This design comes from an exercise in tuning for small area on the open sky130 flow, not from production work. Function was checked by simulation only, so behaviour that the tests miss may differ from the original. Power and IR drop assume default switching activity.

==> raven: inputs <==
==> flow/design.v <==
module sent_tx(
	input clk,
	input reset,
	input enable,
	input channel_format,  
	input optional_pause,
	input config_bit,
	input [3:0] id_4bit,
	input [7:0] id_8bit,
	input [11:0] data_12bit,
	input [15:0] data_16bit,
	input [7:0] data_short,
	input [2:0] fast_format,
	input [15:0] data_f1,
	input [11:0] data_f2,
	output reg data_pulse,
	output busy
	);
	localparam IDLE = 2'd0;
	localparam SYNC = 2'd1;
	localparam NIB = 2'd2;
	localparam PAUSE = 2'd3;
	function [3:0] crc4_t;
		input [3:0] v;
		integer i;
		begin
			crc4_t = v;
			for (i = 0; i < 4; i = i + 1)
				crc4_t = {crc4_t[2:0], 1'b0} ^ (crc4_t[3] ? 4'b1101 : 4'b0000);
		end
	endfunction
	reg [1:0] tcnt;
	reg ticks;
	always @(posedge clk or posedge reset) begin
		if (reset) begin
			tcnt <= 0;
			ticks <= 0;
		end
		else begin
			tcnt <= tcnt + 1'b1;
			ticks <= (tcnt == 2'd3);
		end
	end
	reg [1:0] state;
	reg pulse_done;
	reg [8:0] fcnt;        
	reg [3:0] pcnt;        
	reg [3:0] nib;         
	reg [2:0] rem;         
	reg [4:0] frame;
	reg ser_fmt;
	reg [7:0] secure_count;
	reg [3:0] crc_fast;
	reg [23:0] fdata;
	reg [11:0] s2;         
	reg [11:0] b3;         
	reg [5:0] crc_ser;     
	assign busy = (state != IDLE);
	wire last = ser_fmt ? (frame == 5'd17) : (frame == 5'd15);
	wire crc_phase = ser_fmt ? (frame < 5'd6) : (frame >= 5'd12);
	wire frame_end = pulse_done && ((state == NIB && rem == 3'd0 && !optional_pause) || state == PAUSE);
	wire frame_start = (state == IDLE && enable) || (frame_end && !last);
	always @(posedge clk or posedge reset) begin
		if (reset) begin
			data_pulse <= 1'b1;
		end
		else if (ticks) begin
			if (state == IDLE) data_pulse <= 1'b1;
			else if (state == SYNC) data_pulse <= (fcnt >= 9'd5);
			else data_pulse <= (pcnt >= 4'd5);
		end
	end
	wire pend = (state == SYNC) ? (fcnt == 9'd55) :
		    (state == NIB) ? (pcnt == 4'd11 && nib == 4'd0) :
		    (fcnt == 9'd281);
	always @(posedge clk) begin
		pulse_done <= ticks && (state != IDLE) && pend;
		if (ticks && state != IDLE) begin
			fcnt <= fcnt + 1'b1;
			if (pend) pcnt <= 0;
			else if (pcnt != 4'd11) pcnt <= pcnt + 1'b1;
		end
		if (ticks && state == NIB && pcnt == 4'd11 && nib != 4'd0)
			nib <= nib - 1'b1;
		if (frame_start) fcnt <= 0;
		if (state == SYNC && pulse_done)
			nib <= {ser_fmt ? (crc_phase | b3[11]) : (frame == 5'd0),
				crc_phase ? crc_ser[5] : s2[11], 2'b00};
		if (state == NIB && pulse_done && rem != 3'd0)
			nib <= (rem == 3'd1) ? crc_fast : fdata[23:20];
	end
	always @(posedge clk or posedge reset) begin
		if (reset) begin
			state <= IDLE;
			frame <= 0;
			ser_fmt <= 0;
			secure_count <= 0;
		end
		else begin
			if (frame_start && fast_format == 3'd3) secure_count <= secure_count + 1'b1;
			case (state)
				IDLE: if (enable) begin
					state <= SYNC;
					frame <= 0;
					ser_fmt <= channel_format;
				end
				SYNC: if (pulse_done) state <= NIB;
				NIB: if (pulse_done && rem == 3'd0) begin
					if (optional_pause) state <= PAUSE;
					else if (last) state <= IDLE;
					else begin
						state <= SYNC;
						frame <= frame + 1'b1;
					end
				end
				PAUSE: if (pulse_done) begin
					if (last) state <= IDLE;
					else begin
						state <= SYNC;
						frame <= frame + 1'b1;
					end
				end
			endcase
		end
	end
	always @(posedge clk) begin
		if (frame_start) begin
			crc_fast <= crc4_t(4'b0101);
			case (fast_format)
				3'd1: rem <= 3'd4;
				3'd2: rem <= 3'd5;
				default: rem <= 3'd7;
			endcase
			case (fast_format)
				3'd1: fdata <= {data_f1[11:0], 12'b0};
				3'd2: fdata <= {1'b0, data_f1[11:9], 1'b0, data_f1[8:6], 1'b0, data_f1[5:3], 1'b0, data_f1[2:0], 8'b0};
				3'd3: fdata <= {data_f1[11:0], secure_count, ~data_f1[11:8]};
				3'd4: fdata <= {data_f1[11:0], 12'b0};
				3'd5: fdata <= {data_f1[13:0], data_f2[1:0], data_f2[5:2], data_f2[9:6]};
				3'd6: fdata <= {data_f1[15:0], data_f2[3:0], data_f2[7:4]};
				default: fdata <= {data_f1[11:0], data_f2[3:0], data_f2[7:4], data_f2[11:8]};
			endcase
		end
		else if (state == NIB && pulse_done && rem != 3'd0) begin
			rem <= rem - 1'b1;
			if (rem != 3'd1) begin
				crc_fast <= crc4_t(crc_fast ^ fdata[23:20]);
				fdata <= {fdata[19:0], 4'b0};
			end
		end
	end
	wire calc = ticks && state == SYNC && frame == 5'd0 && fcnt < 9'd12;
	wire [5:0] c6a = {crc_ser[4:0], 1'b0} ^ ((crc_ser[5] ^ s2[11]) ? 6'b011001 : 6'b0);
	wire [5:0] c6b = {c6a[4:0], 1'b0} ^ ((c6a[5] ^ b3[11]) ? 6'b011001 : 6'b0);
	wire [3:0] c4 = {crc_ser[4:2], 1'b0} ^ ((crc_ser[5] ^ s2[11]) ? 4'b1101 : 4'b0);
	always @(posedge clk) begin
		if (state == IDLE && enable) begin
			crc_ser <= channel_format ? 6'b111011 : 6'b001111;
			s2 <= !channel_format ? {id_4bit, data_short} : config_bit ? data_16bit[11:0] : data_12bit;
			b3 <= config_bit ? {1'b0, 1'b1, id_4bit, 1'b0, data_16bit[15:12], 1'b0}
					 : {1'b0, 1'b0, id_8bit[7:4], 1'b0, id_8bit[3:0], 1'b0};
		end
		else if (calc) begin
			s2 <= {s2[10:0], s2[11]};
			b3 <= {b3[10:0], b3[11]};
			crc_ser <= ser_fmt ? c6b : {c4, crc_ser[1:0]};
		end
		else if (state == SYNC && pulse_done) begin
			if (crc_phase) crc_ser <= {crc_ser[4:0], 1'b0};
			else begin
				s2 <= {s2[10:0], s2[11]};
				b3 <= {b3[10:0], b3[11]};
			end
		end
	end
endmodule
==> flow/flow/run.sh <==
#!/bin/bash
set -euo pipefail
bash standard.sh \
  "BUFFER_PORTS_ARGS=-buffer_cell sky130_fd_sc_hd__buf_1" \
  "CTS_ARGS=-sink_clustering_enable -repair_clock_nets -dont_use_dummy_load -buf_list sky130_fd_sc_hd__clkbuf_4 -root_buf sky130_fd_sc_hd__clkbuf_8 -sink_clustering_size 12" \
  finish > standard_flow.log 2>&1
==> flow/standard.sh <==
#!/bin/bash
# synth_recipe.tcl (not shown) runs the flow's synth.tcl, then flattens the netlist and writes it again
# the make line also repeats each setting of config.mk as NAME=value (left out here)
make -C /OpenROAD-flow-scripts/flow DESIGN_CONFIG=/design/flow/config.mk WORK_HOME=/design/flow/orfs CLKGATE_MAP_FILE= SYNTH_SCRIPT=/design/flow/synth_recipe.tcl "${@:-finish}"
==> flow/config.mk <==
export PLATFORM = sky130hd
export DESIGN_NAME = sent_tx
export DESIGN_NICKNAME = sent_tx
export VERILOG_FILES = /design/flow/design.v
export SDC_FILE = /design/flow/constraint.sdc
export NUM_CORES = 4
export LEC_CHECK = 0
export CAP_MARGIN = 20
export CORE_MARGIN = 2
export CORE_UTILIZATION = 60
export SLEW_MARGIN = 20
==> flow/constraint.sdc <==
create_clock -name core_clock -period 10.0 [get_ports {clk}]
set_input_delay 2.0000 -clock core_clock [delete_from_list [all_inputs] [get_ports {clk}]]
set_output_delay 2.0000 -clock core_clock [all_outputs]
set_load 0.01 [all_outputs]
==> sierra (differences from raven) <==
==> flow/run.sh (new file) <==
#!/bin/bash
# synth_recipe.tcl (not shown) runs the flow's synth.tcl, then flattens the netlist and writes it again
# the make line also repeats each setting of config.mk as NAME=value (left out here)
make -C /OpenROAD-flow-scripts/flow DESIGN_CONFIG=/design/flow/config.mk WORK_HOME=/design/flow/orfs CLKGATE_MAP_FILE= SYNTH_SCRIPT=/design/flow/synth_recipe.tcl finish
--- a/flow/config.mk
+++ b/flow/config.mk
@@ -9,3 +9,3 @@
 export CORE_MARGIN = 2
-export CORE_UTILIZATION = 60
+export CORE_UTILIZATION = 40
 export SLEW_MARGIN = 20
removed: flow/flow/run.sh
removed: flow/standard.sh
==> nickel (differences from raven) <==
==> flow/flow/run.sh (replaced) <==
#!/bin/bash
set -euo pipefail
bash standard.sh "BUFFER_PORTS_ARGS=-buffer_cell sky130_fd_sc_hd__buf_1" finish > standard_flow.log 2>&1
--- a/flow/config.mk
+++ b/flow/config.mk
@@ -9,3 +9,3 @@
 export CORE_MARGIN = 2
-export CORE_UTILIZATION = 60
+export CORE_UTILIZATION = 40
 export SLEW_MARGIN = 20
==> qor summary <==
| item | raven | sierra | nickel |
|---|---|---|---|
| Status | complete, no violations | complete, no violations | complete, no violations |
| Routed WL per cell | 15.6 um | 15.7 um | 15.5 um |
| DR WL met2 | 6.21 mm | 6.46 mm | 6.60 mm |
| Register clock-pin slew on the reported worst setup and hold paths | 0.09 ns | 0.07 ns | 0.06 ns |
| Met1 track demand over resource in global routing | 33.4% | 25.2% | 23.4% |
| GR Util met2 | 39.2% | 28.0% | 28.6% |
| Final-layout worst hold slack | 0.439 ns | 0.432 ns | 0.425 ns |
| Die X | 104 um | 127 um | 127 um |
| Share of the core filled with cells | 66.4% | 49.3% | 46.2% |
| Multi-input gate share of total cell area | 46.5% | 41.8% | 44.6% |
| Clock network area share | 1.91% | 3.74% | 4.82% |
| Standby leakage power | 2.50 nW | 2.79 nW | 2.61 nW |
| Net Switching | 0.000162 W | 0.000187 W | 0.000186 W |
| Switching part of the total power | 23.2% | 22.5% | 21.4% |
| Number of global-route vias before repair | 4,515 | 4,612 | 4,640 |
| Met1 layer wirelength in the final routing | 5.82 mm | 6.53 mm | 6.23 mm |
| Slew at the pin closest to its max-slew limit | 1.05 ns | 1.02 ns | 0.982 ns |
| Wire length of the first global-routing pass | 21.5 mm | 23.3 mm | 22.6 mm |

==> afterwards: timing with drivers on the ports <==
No port has a modelled driver above. Below, the same layouts with a new extraction and two added sets of constraints.
Step 1: set_driving_cell puts a clkbuf_16 on clk and a buf_2 on each other input, an assumption about the parent block.
Step 2 adds t to the input delays and takes it off the output delays; t is the mean of the earliest and latest rising clock arrival at the registers after step 1. Input paths then give back, and output paths get back, about the clock's delay inside the block.
a / b / c = ideal / step 1 / step 2; a / b = the first two.
| run | shift t [ns] | setup slack, ns | hold WS [ns] | worst setup path after step 2 | cell pins on the clock port's net |
|---|---|---|---|---|---|
| raven | 0.393 | 5.892 / 5.893 / 5.500 | 0.439 / 0.439 / 0.439 | input to register | 1 |
| sierra | 0.388 | 5.400 / 5.419 / 5.031 | 0.432 / 0.432 / 0.432 | input to register | 1 |
| nickel | 0.375 | 5.721 / 5.734 / 5.359 | 0.425 / 0.425 / 0.425 | input to register | 1 |
After both steps setup and hold are still met in every run listed. For raven, which loses most, drivers alone change the setup slack by +0.001 ns; drivers and shift together by -0.392 ns.
